What follows belongs to an exercise in optimizing a design on an open flow for small area; a production flow would make more cautious choices.
The RTL was checked by simulation tests, not by an equivalence proof against the original design.
The clock port is modelled as an ideal driver, which makes a skipped or thinned clock tree look cheaper than it is; a real chip needs a root buffer or a tree.
No activity file was given, so power comes from the tool's default toggle rates.

==> flow/design.v <==
module stopwatch(
    input            CLOCK_50,
    input      [3:0] KEY,
    input      [9:0] SW,
    output     [6:0] HEX0, HEX1, HEX2, HEX3
);
    function [4:0] digit_next;
        input [3:0] q;
        input en, rst;
        digit_next = {
            (~q[1] & q[2] & ~q[3] & en),
            ~((~q[1] & ~q[3]) | (~q[2] & en) | (rst) | (~q[3] & ~en)),
            (q[2] & ~en & ~rst) | (q[0] & en & ~rst) | (~q[2] & q[3] & en & ~rst),
            ~((~q[1] & ~en) | (q[2] & en) | (rst) | (q[0] & ~q[1])),
            (q[0] & ~en & ~rst) | (q[1] & en & ~rst)};
    endfunction
    function [6:0] seg;
        input [3:0] q;
        seg = {
            (~q[0] & q[1]) | (~q[1] & ~q[2] & ~q[3]),
            (q[1]),
            (~q[0] & q[1]) | (q[2]),
            (~q[0] & q[1]) | (q[0] & ~q[1] & q[2]),
            (q[0] & q[1] & ~q[2]),
            (~q[0] & q[3]),
            (~q[0] & q[1] & ~q[2]) | (q[0] & ~q[1] & q[2])};
    endfunction
    reg [2:0] ss_sync;
    reg [2:0] rst_sync;
    always @(posedge CLOCK_50) begin
        ss_sync  <= {ss_sync[1:0],  KEY[0]};
        rst_sync <= {rst_sync[1:0], KEY[1]};
    end
    wire ss  = ss_sync[1]  & ~ss_sync[2];
    wire rst = rst_sync[1] & ~rst_sync[2];
    reg running;
    always @(posedge CLOCK_50)
        running <= ~rst & (running ^ ss);
    reg [3:0] pre;
    wire [3:0] q = pre;
    wire run = running;
    wire tick = (q[0] & ~q[1] & q[3]);
    always @(posedge CLOCK_50)
        pre <= {~((~q[3] & ~run) | (q[3] & run) | (rst) | (q[0] & ~q[1] & q[3])), (q[2] & ~run & ~rst) | (~q[0] & run & ~rst), (q[1] & ~run & ~rst) | (q[2] & run & ~rst), (q[0] & ~q[3] & ~run & ~rst) | (q[1] & ~rst) | (q[2] & run & ~rst)};
    reg [3:0] d0, d1, d2, d3, d4, d5;
    wire [4:0] n0 = digit_next(d0, tick, rst);
    wire [4:0] n1 = digit_next(d1, n0[4], rst);
    wire [4:0] n2 = digit_next(d2, n1[4], rst);
    wire [4:0] n3 = digit_next(d3, n2[4], rst);
    wire [4:0] n4 = digit_next(d4, n3[4], rst);
    wire [4:0] n5 = digit_next(d5, n4[4], rst);
    always @(posedge CLOCK_50) begin
        d0 <= n0[3:0];
        d1 <= n1[3:0];
        d2 <= n2[3:0];
        d3 <= n3[3:0];
        d4 <= n4[3:0];
        d5 <= n5[3:0];
    end
    assign HEX3 = seg(SW[0] ? d5 : d3);
    assign HEX2 = seg(SW[0] ? d4 : d2);
    assign HEX1 = seg(SW[0] ? d3 : d1);
    assign HEX0 = seg(SW[0] ? d2 : d0);
endmodule
Settings: LEC_CHECK=0, ABC_AREA=1, CAP_MARGIN=0, CORE_MARGIN=2, CORE_UTILIZATION=75, GPL_TIMING_DRIVEN=0, PLACE_DENSITY=0.85, SLEW_MARGIN=0; clock period 5.0 ns.
standard.sh (not shown) runs the stock make flow with config.mk's settings and CLKGATE_MAP_FILE= SYNTH_SCRIPT=/design/flow/synth_recipe.tcl, a recipe that flattens the netlist after the stock synthesis.
==> flow/flow/run.sh <==
#!/bin/bash
# Own layout flow: the standard ORFS flow with these changes.
#  2. Port buffers are sky130_fd_sc_hd__buf_1 (every port still gets a buffer).
#  3. Clock tree: flow/cts_pre.tcl replaces TritonCTS with two clkbuf_8
#     buffers, each driving the clock pins of one half of the flip-flops.
set -euo pipefail
W=$(pwd)
export BUFFER_PORTS_ARGS="-buffer_cell sky130_fd_sc_hd__buf_1"
export PRE_CTS_TCL="$W/flow/cts_pre.tcl"
export OWN_CLKBUF=sky130_fd_sc_hd__clkbuf_8
export OWN_CLKBUF_LEVELS=1
make -C "$FLOW_HOME" DESIGN_CONFIG="$W/config.mk" WORK_HOME="$W/orfs" CLKGATE_MAP_FILE= \
  SYNTH_SCRIPT="$W/flow/synth.tcl" ADDER_MAP_FILE= finish > "$W/orfs_make.log" 2>&1
R="$W/orfs/results/$FLOW_PLATFORM/stopwatch/base"
: # left out here: write the final layout as DEF
==> flow/flow/cts_pre.tcl <==
set ::own_clkbuf_cell sky130_fd_sc_hd__clkbuf_4
set ::own_clkbuf_levels 2
if {[info exists ::env(OWN_CLKBUF)]} { set ::own_clkbuf_cell $::env(OWN_CLKBUF) }
if {[info exists ::env(OWN_CLKBUF_LEVELS)]} { set ::own_clkbuf_levels $::env(OWN_CLKBUF_LEVELS) }

proc own_bisect {items level} {
  if {$level == 0 || [llength $items] < 2} { return [list $items] }
  set axis [expr {$level % 2}]
  set s [lsort -integer -index $axis $items]
  set h [expr {[llength $s] / 2}]
  return [concat [own_bisect [lrange $s 0 [expr {$h - 1}]] [expr {$level - 1}]] \
                 [own_bisect [lrange $s $h end] [expr {$level - 1}]]]
}

proc clock_tree_synthesis {args} {
  set db [ord::get_db]
  set block [ord::get_db_block]
  set master [$db findMaster $::own_clkbuf_cell]
  set clk_net [[[$block findBTerm CLOCK_50] getNet] getName]
  set clk_net [$block findNet $clk_net]
  set keyed {}
  foreach it [$clk_net getITerms] {
    if {[$it isInputSignal]} {
      set box [[$it getInst] getBBox]
      lappend keyed [list [expr {([$box xMin] + [$box xMax]) / 2}] \
                          [expr {([$box yMin] + [$box yMax]) / 2}] $it]
    }
  }
  set g 0
  foreach grp [own_bisect $keyed $::own_clkbuf_levels] {
    set sx 0; set sy 0
    foreach k $grp { incr sx [lindex $k 0]; incr sy [lindex $k 1] }
    set cx [expr {$sx / [llength $grp]}]
    set cy [expr {$sy / [llength $grp]}]
    set net [odb::dbNet_create $block "clknet_own_$g"]
    $net setSigType CLOCK
    set inst [odb::dbInst_create $block $master "clkbuf_own_$g"]
    $inst setLocation $cx $cy
    $inst setPlacementStatus PLACED
    [$inst findITerm A] connect $clk_net
    [$inst findITerm X] connect $net
    foreach k $grp {
      set it [lindex $k 2]
      $it disconnect
      $it connect $net
    }
    incr g
  }
  puts "own clock tree: $g x $::own_clkbuf_cell for [llength $keyed] flip-flops"
  set_propagated_clock [all_clocks]
}
Other scripts of this flow, unchanged in this note and not shown: flow/flow/abc.script, flow/flow/synth.tcl
The baseline completed without violations.
Then changed:
--- a/flow/flow/cts_pre.tcl
+++ b/flow/flow/cts_pre.tcl
@@ -1,5 +1,5 @@
-set ::own_clkbuf_cell sky130_fd_sc_hd__clkbuf_4
-set ::own_clkbuf_levels 2
-if {[info exists ::env(OWN_CLKBUF)]} { set ::own_clkbuf_cell $::env(OWN_CLKBUF) }
-if {[info exists ::env(OWN_CLKBUF_LEVELS)]} { set ::own_clkbuf_levels $::env(OWN_CLKBUF_LEVELS) }
+set own_clkbuf_cell sky130_fd_sc_hd__clkbuf_4
+set own_clkbuf_levels 2
+if {[info exists ::env(OWN_CLKBUF)]} { set own_clkbuf_cell $::env(OWN_CLKBUF) }
+if {[info exists ::env(OWN_CLKBUF_LEVELS)]} { set own_clkbuf_levels $::env(OWN_CLKBUF_LEVELS) }
 
Settings changed: CORE_UTILIZATION 75 to 40, PLACE_DENSITY 0.85 to unset.
Effect:
- Now the flow died in 4_1_cts
- synthesized cell count does not change
- area after synthesis is unchanged
Then changed:
==> flow/flow/run.sh (replaced) <==
#!/bin/bash
# Own layout flow: the standard ORFS flow with these changes.
#  2. Port buffers are sky130_fd_sc_hd__buf_1 (every port still gets a buffer).
#  3. Clock tree: clkbuf_4 buffers, no dummy loads (CTS_ARGS).
set -euo pipefail
W=$(pwd)
export BUFFER_PORTS_ARGS="-buffer_cell sky130_fd_sc_hd__buf_1"
export CTS_ARGS="-sink_clustering_enable -repair_clock_nets -buf_list sky130_fd_sc_hd__clkbuf_4 -dont_use_dummy_load"
make -C "$FLOW_HOME" DESIGN_CONFIG="$W/config.mk" WORK_HOME="$W/orfs" CLKGATE_MAP_FILE= \
  SYNTH_SCRIPT="$W/flow/synth.tcl" ADDER_MAP_FILE= finish > "$W/orfs_make.log" 2>&1
R="$W/orfs/results/$FLOW_PLATFORM/stopwatch/base"
: # left out here: write the final layout as DEF
Settings changed: CAP_MARGIN 0 to 20, SLEW_MARGIN 0 to 20.
removed: flow/flow/cts_pre.tcl
Outcome: The changed run produced a clean layout; area after synthesis stays the same; synthesized cell count stays the same.
Then changed:
--- a/flow/flow/run.sh
+++ b/flow/flow/run.sh
@@ -1,5 +1,2 @@
 #!/bin/bash
-# Own layout flow: the standard ORFS flow with these changes.
-#  2. Port buffers are sky130_fd_sc_hd__buf_1 (every port still gets a buffer).
-#  3. Clock tree: clkbuf_4 buffers, no dummy loads (CTS_ARGS).
 set -euo pipefail
After rerunning:
- The changed run completed without violations
- sequential power hardly moves
- wire length does not change
- utilization does not change
- hold slack stays the same
- die area does not change
- final cell count stays the same
- non-clock buffer count stays the same
- worst setup slack is unchanged
- clock power hardly moves
- synthesized cell count stays the same
- sequential share of layout area stays the same
In the first run of this note the design's own scripts or RTL, not TritonCTS, make the clock network.

==> re-timing with driven ports <==
In the flow no input, the clock included, has a driving cell. The finished layouts below were timed again as built, in two steps. Step 1 assumes that a clkbuf_16 drives the clock port and a buf_2 every other input. Step 2 times the ports against the registers' clock, not the clock port: input delays grow and output delays shrink by t, the midpoint of the rising clock arrivals with the driver on. a / b / c = ideal / step 1 / step 2; a / b = the first two.
run	t, ns	setup WS [ns]	clock arrival spread, ns	worst register clock-pin slew, ns
the first run	0.189	0.456 / 0.425 / 0.425	0.003 / 0.002	0.10 / 0.10
the third run	0.348	0.738 / 0.709 / 0.709	0.017 / 0.016	0.10 / 0.10
the fourth run	0.348	0.738 / 0.709 / 0.709	0.017 / 0.016	0.10 / 0.10
After both steps setup and hold are still met in every run listed. The setup slack of the first run, which loses most, moves by -0.031 ns with the drivers and by -0.031 ns with both steps.
